This design comes from an exercise in tuning for small area and few clock cycles on the open sky130 flow, not from production work.
In this exercise RTL edits were held to simulation tests only and were not proved equivalent to the original.
Power and IR drop assume default switching activity.

<file path="flow/run.sh">
#!/bin/bash
# synth_recipe.tcl (not shown) runs the flow's synth.tcl, then flattens the netlist and writes it again
# the make line also repeats each setting of config.mk as NAME=value (left out here)
make -C /OpenROAD-flow-scripts/flow DESIGN_CONFIG=/design/flow/config.mk WORK_HOME=/design/flow/orfs CLKGATE_MAP_FILE= SYNTH_SCRIPT=/design/flow/synth_recipe.tcl finish
</file>
<file path="flow/config.mk">
export PLATFORM = sky130hd
export DESIGN_NAME = axi4_lite_adapter
export DESIGN_NICKNAME = axi4_lite_adapter
export VERILOG_FILES = /design/flow/design.v
export SDC_FILE = /design/flow/constraint.sdc
export NUM_CORES = 4
export LEC_CHECK = 0
export CAP_MARGIN = 20
export CORE_MARGIN = 2
export CORE_UTILIZATION = 40
export SLEW_MARGIN = 20
</file>
<file path="flow/constraint.sdc">
create_clock -name core_clock -period 3.3 [get_ports {aclk}]
set_input_delay 0.6600 -clock core_clock [delete_from_list [all_inputs] [get_ports {aclk}]]
set_output_delay 0.6600 -clock core_clock [all_outputs]
set_load 0.01 [all_outputs]
</file>
<file path="flow/design.v">
`timescale 1ns/1ps
module sync_fifo #(
  parameter integer                 DATA_WIDTH = 8,
  parameter integer                 DEPTH = 8,
  parameter bit                     FALL_THROUGH = 1'b0,
  parameter bit                     ZERO_IF_EMPTY = 1'b0,
  parameter bit                     EN_DATA_COUNT = 1'b0,
  parameter bit                     EN_FULL_PORT = 1'b0,
  parameter bit                     EN_EMPTY_PORT = 1'b0,
  parameter integer                 ADDR_WIDTH = $clog2(DEPTH+1)
) (
  input  logic                      clk,
  input  logic                      reset,
  input  logic                      flush,
  input  logic [DATA_WIDTH-1:0]     wdata,
  input  logic                      wvalid,
  output logic                      wready,
  output logic [DATA_WIDTH-1:0]     rdata,
  output logic                      rvalid,
  input  logic                      rready,
  output logic [ADDR_WIDTH-1:0]     data_count,
  output logic                      empty,
  output logic                      full
);
  if (DEPTH == 0) begin : g_degenerate
    assign data_count = '0;
    assign rvalid = wvalid;
    assign wready = rready;
    assign rdata  = wdata;
    assign full   = '0;
    assign empty  = '0;
  end : g_degenerate
  else begin : g_fifo
    localparam integer PTR_WIDTH = (DEPTH == 1) ? 2 : $clog2(DEPTH) + 1;
    localparam integer ROLL_OVER = DEPTH - 1;
    logic                             i_full;
    logic                             i_empty;
    logic                             incr_wptr;
    logic                             incr_rptr;
    logic [PTR_WIDTH-1:0]             wptr;
    logic [PTR_WIDTH-1:0]             rptr;
    logic [PTR_WIDTH-1:0]             next_wptr;
    logic [PTR_WIDTH-1:0]             next_rptr;
    logic [DATA_WIDTH-1:0]            i_rdata;
    logic [DATA_WIDTH-1:0]            mem_rdata;
    assign incr_rptr = rvalid & rready;
    assign incr_wptr = wvalid & wready;
    assign wready = ~i_full;
    assign full   = EN_FULL_PORT ? i_full : 1'b0;
    if (FALL_THROUGH) begin : g_ft
      logic ft_empty;
      assign i_rdata  = (i_empty & wvalid) ? wdata : mem_rdata;
      assign ft_empty = i_empty & ~wvalid;
      assign empty = EN_EMPTY_PORT ? ft_empty : 0;
      assign rvalid   = ~ft_empty;
    end : g_ft
    else begin : g_normal
      assign i_rdata = mem_rdata;
      assign empty = EN_EMPTY_PORT ? i_empty : 1'b0;
      assign rvalid  = ~i_empty;
    end : g_normal
    if (ZERO_IF_EMPTY) begin : g_o_zeros
      assign rdata = empty ? '0 : i_rdata;
    end : g_o_zeros
    else begin : g_normal_o
      assign rdata = i_rdata;
    end : g_normal_o
    if (EN_DATA_COUNT) begin : g_data_count_port
      always_comb begin : comb_data_count
        if (i_full) begin
          data_count = ADDR_WIDTH'(DEPTH);
        end
        else if (wptr[PTR_WIDTH-1] == rptr[PTR_WIDTH-1]) begin
          data_count = ADDR_WIDTH'(wptr[PTR_WIDTH-2:0]) - ADDR_WIDTH'(rptr[PTR_WIDTH-2:0]);
        end
        else begin
          data_count = ADDR_WIDTH'(DEPTH) + ADDR_WIDTH'(wptr[PTR_WIDTH-2:0]) - ADDR_WIDTH'(rptr[PTR_WIDTH-2:0]);
        end
      end : comb_data_count
    end : g_data_count_port
    else begin : g_dummy_data_count_port
      assign data_count = '0;
    end :g_dummy_data_count_port
    always_comb begin : comb_rptr
      next_rptr = rptr;
      if (incr_rptr) begin
        if (rptr[PTR_WIDTH-2:0] == ROLL_OVER[PTR_WIDTH-2:0]) begin
          next_rptr = {~rptr[PTR_WIDTH-1], {(PTR_WIDTH-1){1'b0}}};
        end
        else begin
          next_rptr = rptr + 1'b1;
        end
      end
    end : comb_rptr
    always_comb begin : comb_wptr
      next_wptr = wptr;
      if (incr_wptr) begin
        if (wptr[PTR_WIDTH-2:0] == ROLL_OVER[PTR_WIDTH-2:0]) begin
          next_wptr = {~wptr[PTR_WIDTH-1], {(PTR_WIDTH-1){1'b0}}};
        end
        else begin
          next_wptr = wptr + 1'b1;
        end
      end
    end : comb_wptr
    always_ff @(posedge clk or posedge reset) begin : ff_rptr
      if (reset) begin
        rptr <= '0;
      end
      else if (flush) begin
        rptr <= '0;
      end
      else if (incr_rptr) begin
        rptr <= next_rptr;
      end
    end : ff_rptr
    always_ff @(posedge clk or posedge reset) begin : ff_wptr
      if (reset) begin
        wptr <= '0;
      end
      else if (flush) begin
        wptr <= '0;
      end
      else if (incr_wptr) begin
        wptr <= next_wptr;
      end
    end : ff_wptr
    assign i_full = (wptr == {~rptr[PTR_WIDTH-1], rptr[PTR_WIDTH-2:0]});
    assign i_empty = (wptr == rptr);
    if (DEPTH == 1) begin : g_1_depth_buffer
      logic [DATA_WIDTH-1:0] mem;
      assign mem_rdata = mem;
      always_ff @(posedge clk or posedge reset) begin : ff_mem
        if (reset) begin
          mem <= '0;
        end
        else if (incr_wptr) begin
          mem <= wdata;
        end
      end : ff_mem
    end : g_1_depth_buffer
    else begin : g_depth_mem
      logic [DATA_WIDTH-1:0] mem [DEPTH];
      assign mem_rdata = mem[rptr[PTR_WIDTH-2:0]];
      always_ff @(posedge clk) begin : ff_mem
        if (incr_wptr) begin
          mem[wptr[PTR_WIDTH-2:0]] <= wdata;
        end
      end : ff_mem
    end : g_depth_mem
  end : g_fifo
endmodule
`timescale 1ns/1ps
module axi4_lite_adapter #(
  parameter integer                     AXI_ID_WIDTH = 1,
  parameter integer                     AXI_ADDR_WIDTH = 12,
  parameter integer                     AXI_DATA_WIDTH = 32,
  parameter integer                     AXI_BYTE_COUNT = AXI_DATA_WIDTH / 8
) (
  input  logic                          aclk,
  input  logic                          aresetn,
  input  logic [AXI_ID_WIDTH-1:0]       awid,
  input  logic [AXI_ADDR_WIDTH-1:0]     awaddr,
  /*verilator lint_off UNUSED*/
  input  logic [2:0]                    awprot,
  /*verilator lint_on UNUSED*/
  input  logic                          awvalid,
  output logic                          awready,
  input  logic [AXI_DATA_WIDTH-1:0]     wdata,
  input  logic [AXI_BYTE_COUNT-1:0]     wstrb,
  input  logic                          wvalid,
  output logic                          wready,
  output logic [AXI_ID_WIDTH-1:0]       bid,
  output logic [1:0]                    bresp,
  output logic                          bvalid,
  input  logic                          bready,
  input  logic [AXI_ID_WIDTH-1:0]       arid,
  input  logic [AXI_ADDR_WIDTH-1:0]     araddr,
  /*verilator lint_off UNUSED*/
  input  logic [2:0]                    arprot,
  /*verilator lint_on UNUSED*/
  input  logic                          arvalid,
  output logic                          arready,
  output logic [AXI_ID_WIDTH-1:0]       rid,
  output logic [AXI_DATA_WIDTH-1:0]     rdata,
  output logic [1:0]                    rresp,
  output logic                          rvalid,
  input  logic                          rready,
  output logic [AXI_ADDR_WIDTH-1:0]     rif_waddr,
  input  logic                          rif_wvalid,
  output logic                          rif_wr_req,
  output logic [AXI_BYTE_COUNT-1:0]     rif_wstrb,
  output logic [AXI_DATA_WIDTH-1:0]     rif_wdata,
  output logic [AXI_ADDR_WIDTH-1:0]     rif_raddr,
  input  logic                          rif_rvalid,
  output logic                          rif_rd_req,
  input  logic [AXI_DATA_WIDTH-1:0]     rif_rdata
);
  logic                         b_free;
  logic                         b_err;
  logic [AXI_ID_WIDTH-1:0]      b_id;
  assign b_free     = ~bvalid | bready;
  assign rif_wr_req = awvalid & wvalid & b_free;
  assign awready    = rif_wr_req;
  assign wready     = rif_wr_req;
  assign rif_waddr  = awaddr;
  assign rif_wdata  = wdata;
  assign rif_wstrb  = wstrb;
  always_ff @(posedge aclk or negedge aresetn) begin
    if (!aresetn) bvalid <= 1'b0;
    else          bvalid <= rif_wr_req | ~b_free;
  end
  always_ff @(posedge aclk) begin
    if (b_free) begin
      b_id  <= awid;
      b_err <= ~rif_wvalid;
    end
  end
  assign bid   = b_id;
  assign bresp = {b_err, 1'b0};
  logic [AXI_ADDR_WIDTH-1:0]    r_addr;
  logic [AXI_ID_WIDTH-1:0]      r_id;
  assign arready = ~rvalid | rready;
  always_ff @(posedge aclk or negedge aresetn) begin
    if (!aresetn) rvalid <= 1'b0;
    else          rvalid <= arvalid | ~arready;
  end
  always_ff @(posedge aclk) begin
    if (arready) begin
      r_addr <= araddr;
      r_id   <= arid;
    end
  end
  assign rif_rd_req = rvalid & rready;
  assign rif_raddr  = r_addr;
  assign rid        = r_id;
  assign rdata      = rif_rdata;
  assign rresp      = {rif_rd_req & ~rif_rvalid, 1'b0};
endmodule
</file>
==> metrics.md, run 1 <==
| Metric | Value |
|---|---|
| Status | did not finish |
| Last stage | I/O pin placement |
| Stop err | [ERROR PPL-0024] Number of IO pins (214) exceeds maximum number of available positions (202). Increase the die perimeter from 234.28um to 291.04um. |
| Ys async rst share | between 10% and 20% |
| Cell row count | 19 |
| Synth top area share | between 50% and 60% |
| Post-synthesis sequential area ratio | 42.0% |
| Ys Warns | 1 |
| Top post-synthesis cells by count | buf_4 (85), edfxtp_1 (15), nand2b_1 (3) |
| Mapped Cells | roughly 110 |
| DIE HEIGHT | around 60 um |
| EDFF count, synth | 15 |
| Library cells used by synthesis | 9 |
| Dominant cell type by area after synthesis | buf_4 |
| Top cells by area, synth | buf_4 (54%), edfxtp_1 (38%), dfrtp_1 (4.2%) |
| Syn_area_per_cell | 10.6 sq um |
| Top-count cell post-synth | buf_4 |
| Starting density of the core | between 40% and 50% |
| Post-Syn Area | roughly 1200 sq um |
| Yosys reg bits | 17 |
| Die span in x | 58.6 um |
| Top_reg_cell synth | edfxtp_1 |
## cell families after synthesis
kind of cell | share of synthesized area (%)
other cells | 0.315
simple gates | 3.78
flops | 42.0
buf+inv | 53.9
Testbench counts, summed over its fixed seeds: cycles 8,424.
==> run 2, diff against run 1 <==
--- a/flow/config.mk
+++ b/flow/config.mk
@@ -6,6 +6,6 @@
 export NUM_CORES = 4
 export LEC_CHECK = 0
 export CAP_MARGIN = 20
-export CORE_MARGIN = 2
-export CORE_UTILIZATION = 40
+export CORE_AREA = 2 2 78 78
+export DIE_AREA = 0 0 80 80
 export SLEW_MARGIN = 20
==> metrics.md, run 2 <==
| Metric | Value |
|---|---|
| Most frequent CP cell | clkdlybuf4s50_1 |
| Total power | 0.485 mW |
| Period utilization | a little over four fifths |
| Arrival time at the worst endpoint | ~2100 ps |
| Ys Warns | 1 (unchanged) |
| Vias in the first global route | 508 |
| Post-DR wirelength/cell | 16.6 um |
| DRC viols | 0 |
| Final Wtd Congestion | about 0.52 |
| FMAX | between 300 and 400 MHz |
| Net Sw Power | just over 0.09 mW |
| MaxCap Viol Count | 0 |
| Placed insts | between 100 and 150 |
| Yosys reg bits | 17 (unchanged) |
| Drt pass-1 iters | 2 |
| Top-count cell post-synth | buf_4 |
| 1st-iter DRT viols | 6 |
| Vias per inst | 3.41 |
| CTS resizes | 0 |
| Die footprint | approximately 6400 sq um |
| Delay-heaviest family, CP | buffers and inverters |
| Clock network power share | just under 30% |
| Ys async rst share | 11.8% (unchanged) |
| Slew Limit Fails | 0 |
| LEAKAGE | between 0.4 and 0.5 nW |
| Cell row count | 27 (+8) |
| Routed WL | 2490 um |
| Number of inserted diodes | 0 |
| Mapped Cells | 112 (unchanged) |
| DIE HEIGHT | 80 um (+37%) |
| Post-CTS Setup Repair Bufs | 0 |
| Post-Syn Area | 1190 sq um (unchanged) |
| Buf/Inv on CP | 2 |
| Post-synthesis sequential area ratio | 42.0% (unchanged) |
| P_int | ~0.39 mW |
| Htree depth | 1 |
| Sw Share | about a fifth |
| Number of fillers in the final layout | ~600 |
| Layout Nets | approximately 190 |
| Syn_area_per_cell | 10.6 sq um (unchanged) |
| Share of cells above drive strength 1 | approximately 6.4% |
| Pin count of the biggest net entering global routing | 15 |
| Multi-input logic area | 52.6 sq um |
| Clock Tree Buf Depth | 2 |
| Crit path kind | in2out |
| Biggest register | r_addr |
| Fin crit period | around 2800 ps |
| Crit. End Element | primary output |
| Later-pin clock latency in the skew report | between 200 and 250 ps |
| HP Class | reg2reg |
| Layout Utilization | approximately a fifth |
| Slowest CP cell | clkdlybuf4s50_1 |
| Status | no timing/DRC/antenna violations |
| Combinational Power Share | about 18% |
| Library cells used by synthesis | 9 (unchanged) |
| Core region area | 5540 sq um |
| Clk slew on worst S/H paths | 60 ps |
| Number of CTS-inserted buffers | 3 |
| Congestion Overflow GR | 0 |
| Root Driver | clkbuf_8 |
| Clk sinks | 17 |
| Initial antenna violation count | 0 |
| Commonest non-fill, non-tap cell in the layout | clkdlybuf4s50_1 |
| Unrepaired setup endpoints after global routing | false |
| Top post-synthesis cells by count | buf_4 (85), edfxtp_1 (15), nand2b_1 (3) |
| Remaining antenna violation count after routing | 0 |
| First-pass GRT wire length | between 3000 and 4000 um |
| Hpwl dp | 2190 um |
| Worst Skew | 0.533 ps |
| PwrDens | approximately 420 nW/um^2 |
| Final cell count without fillers | 150 |
| Share of power burned in registers | between 50% and 60% |
| Final setup fails | 0 |
| P&R area growth vs syn | -3.36% |
| Hold Fails Final Rpt | 0 |
| Routed via count | 511 |
| Port Buf Inserts | between 40 and 50 |
| Startpoint types | primary input |
| Critical-path cell list | clkdlybuf4s50_1, nand2b_1, nor2b_1, clkdlybuf4s50_1 |
| Setup TNS | 0 ps |
| Aggregate global-route resource usage | under 10% |
| Commonest cells after routing, fill and taps aside | clkdlybuf4s50_1 (45), edfxtp_1 (15), nand2b_1 (3), clkbuf_8 (3) |
| FF+latch area | roughly 500 sq um |
| Worst EP required | 2640 ps |
| Die span in x | 80 um (+37%) |
| CTS tree | built |
| Post-CTS Hold Fix Bufs | 0 |
| Top cells by area, synth | buf_4 (54%), edfxtp_1 (38%), dfrtp_1 (4.2%) |
| EDFF count, synth | 15 (unchanged) |
| Synth top area share | 53.6% (unchanged) |
| Max reg flops | 12 |
| Starting density of the core | 21.5% (-21 points) |
| Maximum vdd drop | approximately 110 uV |
| Io pins | 214 |
| Dominant cell type by area after synthesis | buf_4 |
| CP Max Fanout | 4 |
| Top_reg_cell synth | edfxtp_1 |
| Max incr delay on CP | 570 ps |
==> run 2: cell counts after synthesis <==
Identical to the previous run, type by type.
==> run 2: power groups by stage <==
stage | clock, mW | combinational, mW | sequential, mW
finish | 0.141 | 0.0866 | 0.257
global placement | 0 | 0.0866 | 0.261
floorplan | 0 | 0.117 | 0.269
global route | 0.154 | 0.0926 | 0.258
detailed placement | 0 | 0.0874 | 0.262
CTS | 0.147 | 0.0878 | 0.257
==> run 2: logic make-up (layout without fill, tap and decap cells) <==
| kind of cell | after synthesis | in the layout | share of synthesized area (%) |
|---|---|---|---|
| other | 1 | 2 | 0.315 |
| and+or+nand+nor | 8 | 8 | 3.78 |
| buffers and inverters | 86 | 51 | 53.9 |
| DFF | 17 | 17 | 42.0 |
==> run 2: final cells by class <==
cell class | count | share of cell area [%]
flip-flops and latches | 17 | 43.5
repair buffers | 46 | 39.8
well taps | 72 | 7.83
multi-input cells | 10 | 4.57
clock buffers | 3 | 3.59
clock inverters | 1 | 0.435
inverters | 1 | 0.326
==> run 2: through the flow <==
step	area (sq um)	hold slack, ps	setup WS [ps]
CTS	1150	578	527
detailed placement	1100	561	544
floorplan	1190	364	1360
global route	1150	582	441
global placement	1100	551	564
finish	1150	577	537
==> run 2: worst min-delay path, delay by kind of cell (launching register included) <==
family / cells / cell delay [ps]
and+or+nand+nor: 2 / 200
DFF: 1 / 350
==> run 2: final timing paths <==
path / to / slack [ps] / cells after the start / from
max in group asynchronous: bvalid / 2590 / 1 / aresetn
min: bvalid / 580 / 2 / bvalid
min reg2reg: bvalid / 580 / 2 / bvalid
max reg2reg: r_addr[7] / 2260 / 2 / rvalid
max: awready / 540 / 4 / bready
min in group asynchronous: rvalid / 590 / 1 / aresetn
==> run 2: metal layers <==
layer | global-route usage, % | wire [um]
met1 | 3.12 | 436
met2 | 12.0 | 1220
met3 | 7.24 | 634
met4 | 8.14 | 197
met5 | 0 | 0
==> run 3, diff against run 2 <==
==> flow/flow/run.sh (new file) <==
#!/bin/bash
# Standard ORFS layout (the standard.sh), with two changes:
#  - port buffers use the smallest buffer cell (buf_1) instead of the resizer's default pick;
#  - the clock tree uses small clock buffers (clkbuf_4) without dummy loads.
# All make output goes to flow.log in the work folder; ORFS's per-step logs are under orfs/logs.
set -euo pipefail
bash standard.sh \
  "BUFFER_PORTS_ARGS=-buffer_cell sky130_fd_sc_hd__buf_1" \
  "CTS_ARGS=-root_buf sky130_fd_sc_hd__clkbuf_4 -buf_list sky130_fd_sc_hd__clkbuf_4 -sink_clustering_enable -sink_clustering_size 30 -sink_clustering_max_diameter 200 -dont_use_dummy_load -repair_clock_nets" \
  finish > flow.log 2>&1
==> flow/standard.sh (new file) <==
#!/bin/bash
# synth_recipe.tcl (not shown) runs the flow's synth.tcl, then flattens the netlist and writes it again
# the make line also repeats each setting of config.mk as NAME=value (left out here)
make -C /OpenROAD-flow-scripts/flow DESIGN_CONFIG=/design/flow/config.mk WORK_HOME=/design/flow/orfs CLKGATE_MAP_FILE= SYNTH_SCRIPT=/design/flow/synth_recipe.tcl "${@:-finish}"
removed: flow/run.sh
==> metrics.md, run 3 <==
| Metric | Value |
|---|---|
| Met3 usage | 6.00% (-1.2 points) |
| DRC viols | 0 (unchanged) |
| Top-count cell post-synth | buf_4 |
| Die footprint | 6400 sq um (unchanged) |
| Die span in x | 80 um (unchanged) |
| Combinational family with the most area after synthesis | buffers and inverters |
| Post-CTS Setup Repair Bufs | 0 (unchanged) |
| Biggest register | r_addr |
| Compound-Gate Fraction of Synth Area | 0% (unchanged) |
| Ys Warns | 1 (unchanged) |
| CTS resizes | 0 (unchanged) |
| Ys async rst share | 11.8% (unchanged) |
| Adder-Cell Fraction of Synth Area | 0% (unchanged) |
| PwrDens | 466 nW/um^2 (+11%) |
| Unrepaired setup endpoints after global routing | false |
| Post-synthesis simple-gate area fraction | 3.78% (unchanged) |
| Worst Skew | 15.2 ps (+14.6 ps) |
| Pin count of the biggest net entering global routing | 16 (+1) |
| EDFF count, synth | 15 (unchanged) |
| Crit. End Element | primary output |
| Routed WL | 2200 um (-12%) |
| Max reg flops | 12 (unchanged) |
| Yosys reg bits | 17 (unchanged) |
| Syn_area_per_cell | 10.6 sq um (unchanged) |
| First-pass GRT wire length | 2700 um (-16%) |
| Post-DR wirelength/cell | 14.8 um (-11%) |
| Congestion Overflow GR | 0 (unchanged) |
| Port Buf Inserts | 45 (unchanged) |
| MaxCap Viol Count | 0 (unchanged) |
| Layout Utilization | 15.3% (-5.5 points) |
| Htree depth | 1 (unchanged) |
| Dominant cell type by area after synthesis | buf_4 |
| CP Max Fanout | 4 (unchanged) |
| Clock Tree Buf Depth | 2 (unchanged) |
| Status | no timing/DRC/antenna violations |
| Period utilization | 59.3% (-24 points) |
| Mapped Cells | 112 (unchanged) |
| Fin crit period | 1960 ps (-807 ps) |
| P&R area growth vs syn | -29.0% |
| Later-pin clock latency in the skew report | 280 ps (+40 ps) |
| Met2 global-route usage | 9.17% (-2.8 points) |
| Library cells used by synthesis | 9 (unchanged) |
| Setup ws final | 1340 ps (+807 ps) |
| Drt pass-1 iters | 2 (unchanged) |
| Post-synthesis sequential area ratio | 42.0% (unchanged) |
| Arrival time at the worst endpoint | 1300 ps (-800 ps) |
| Crit path kind | in2out |
| LEAKAGE | 0.279 nW (-32%) |
| Clk sinks | 17 (unchanged) |
| Slew Limit Fails | 0 (unchanged) |
| Starting density of the core | 21.5% (unchanged) |
| Startpoint types | primary input |
| Commonest cells after routing, fill and taps aside | buf_1 (45), edfxtp_1 (15), nand2b_1 (3), clkbuf_4 (3) |
| Final Wtd Congestion | 0.565 (+7.7%) |
| Routed via count | 482 (-5.7%) |
| M1 GR Usage | 2.63% (-0.49 points) |
| Setup TNS | 0 ps (unchanged) |
| Hold Fails Final Rpt | 0 (unchanged) |
| Number of CTS-inserted buffers | 3 (unchanged) |
| Maximum vdd drop | 135 uV (+25%) |
| HP Class | in2async |
| Post-Syn Area | 1190 sq um (unchanged) |
| Final setup fails | 0 (unchanged) |
| Post-CTS Hold Fix Bufs | 0 (unchanged) |
| Post-synthesis mux area share | 0% (unchanged) |
| Aggregate global-route resource usage | 6.03% (-1.1 points) |
| Io pins | 214 (unchanged) |
| Cell row count | 27 (unchanged) |
| CTS tree | built |
| Synth top area share | 53.6% (unchanged) |
| Worst EP required | 2640 ps (about the same) |
| DIE HEIGHT | 80 um (unchanged) |
| XOR/XNOR Fraction of Synth Area | 0% (unchanged) |
| Most used routing layer | met2 |
| Top cells by area, synth | buf_4 (54%), edfxtp_1 (38%), dfrtp_1 (4.2%) |
| Commonest non-fill, non-tap cell in the layout | buf_1 |
| FMAX | 511 MHz (+41%) |
| Layout Nets | 188 (unchanged) |
| Root Driver | clkbuf_4 |
| Remaining antenna violation count after routing | 0 (unchanged) |
| Vias per inst | 3.23 (-5.0%) |
| Total power | 0.395 mW (-19%) |
| Number of inserted diodes | 0 (unchanged) |
| Clk slew on worst S/H paths | 70 ps (about the same) |
| Top_reg_cell synth | edfxtp_1 |
| Post-Place Setup Slack | 1350 ps (+808 ps) |
| 1st-iter DRT viols | 5 (-1) |
| Top post-synthesis cells by count | buf_4 (85), edfxtp_1 (15), nand2b_1 (3) |
| Share of cells above drive strength 1 | 5.19% (-1.2 points) |
| Core region area | 5540 sq um (unchanged) |
| Vias in the first global route | 455 (-10%) |
| Initial antenna violation count | 0 (unchanged) |
-- run 3: cell counts after synthesis --
Identical to the previous run, type by type.
-- run 3: where the power goes --
group | switching [mW] | internal, mW
clock network | 0.0515 | 0.0423
logic | 0.0284 | 0.0168
registers | 0.00390 | 0.252
total | 0.0838 | 0.311
-- run 3: layer usage --
metal  up-vias  routed length, um  part of all wire, %
met5         -                  0                    0
met3        28                570                   26
met1       171                462                   21
met4         0                220                   10
li1        193                  -                    -
met2        90                949                   43
-- run 3: worst paths after layout --
check | from | to | slack [ps] | cells past startpoint
max in group asynchronous | aresetn | bvalid | 3010 | 1
hold reg to reg | bvalid | bvalid | 590 | 2
min in group core_clock | araddr[11] | r_addr[11] | 540 | 1
setup reg to reg | rvalid | r_addr[2] | 2330 | 2
setup / recovery | bready | awready | 1340 | 4
hold / removal | aresetn | rvalid | 160 | 1
-- run 3: cell families after synthesis --
| kind of cell | Yosys count |
|---|---|
| simple gates | 8 |
| other cells | 1 |
| buf+inv | 86 |
| flops | 17 |
-- run 3: cell type report --
| type | count | area [sq um] |
|---|---|---|
| Sequential cell | 17 | 500 |
| Tap cell | 72 | 90.1 |
| Fill cell | 643 | 4690 |
| Multi-Input combinational cell | 10 | 52.6 |
| Clock buffer | 3 | 22.5 |
| Timing Repair Buffer | 46 | 176 |
| Inverter | 1 | 3.75 |
-- run 3: per-stage QoR --
stage	std cells	hold slack [ps]	cell area, sq um
after global placement	146	446	823
final	149	164	846
after CTS	149	161	846
after detailed placement	146	451	823
after floorplan	113	364	1190
after global routing	149	153	846
-- run 3: worst max-delay path: stages --
cell and delay, ps:
buf_1 60, nand2b_1 180, nor2b_1 220, buf_1 180

static timing again, ports no longer ideal:
Ports are ideal in the flow. The routed layouts listed here were re-timed in OpenROAD. Step 1 sets driving cells, clkbuf_16 on the clock port and buf_2 on the other inputs (assumed; they add their load-dependent delay and slew). Step 2 also shifts input and output timing later by t, the mid clock arrival at the registers, as if the neighbouring blocks saw the same clock. Three values: no drivers, after step 1, after step 2; two values: the first two.
run | t, ns | setup slack, ns | worst setup path at the end | worst register clock-pin slew, ns | cell pins on the clock port's net
run 2 | 0.266 | 0.537 / 0.503 / 0.503 | input to output | 0.06 / 0.06 | 1
run 3 | 0.295 | 1.343 / 1.318 / 1.318 | input to output | 0.09 / 0.09 | 1
After both steps setup and hold are still met in every run listed. For run 2, which loses most, drivers alone change the setup slack by -0.034 ns; drivers and shift together by -0.034 ns.
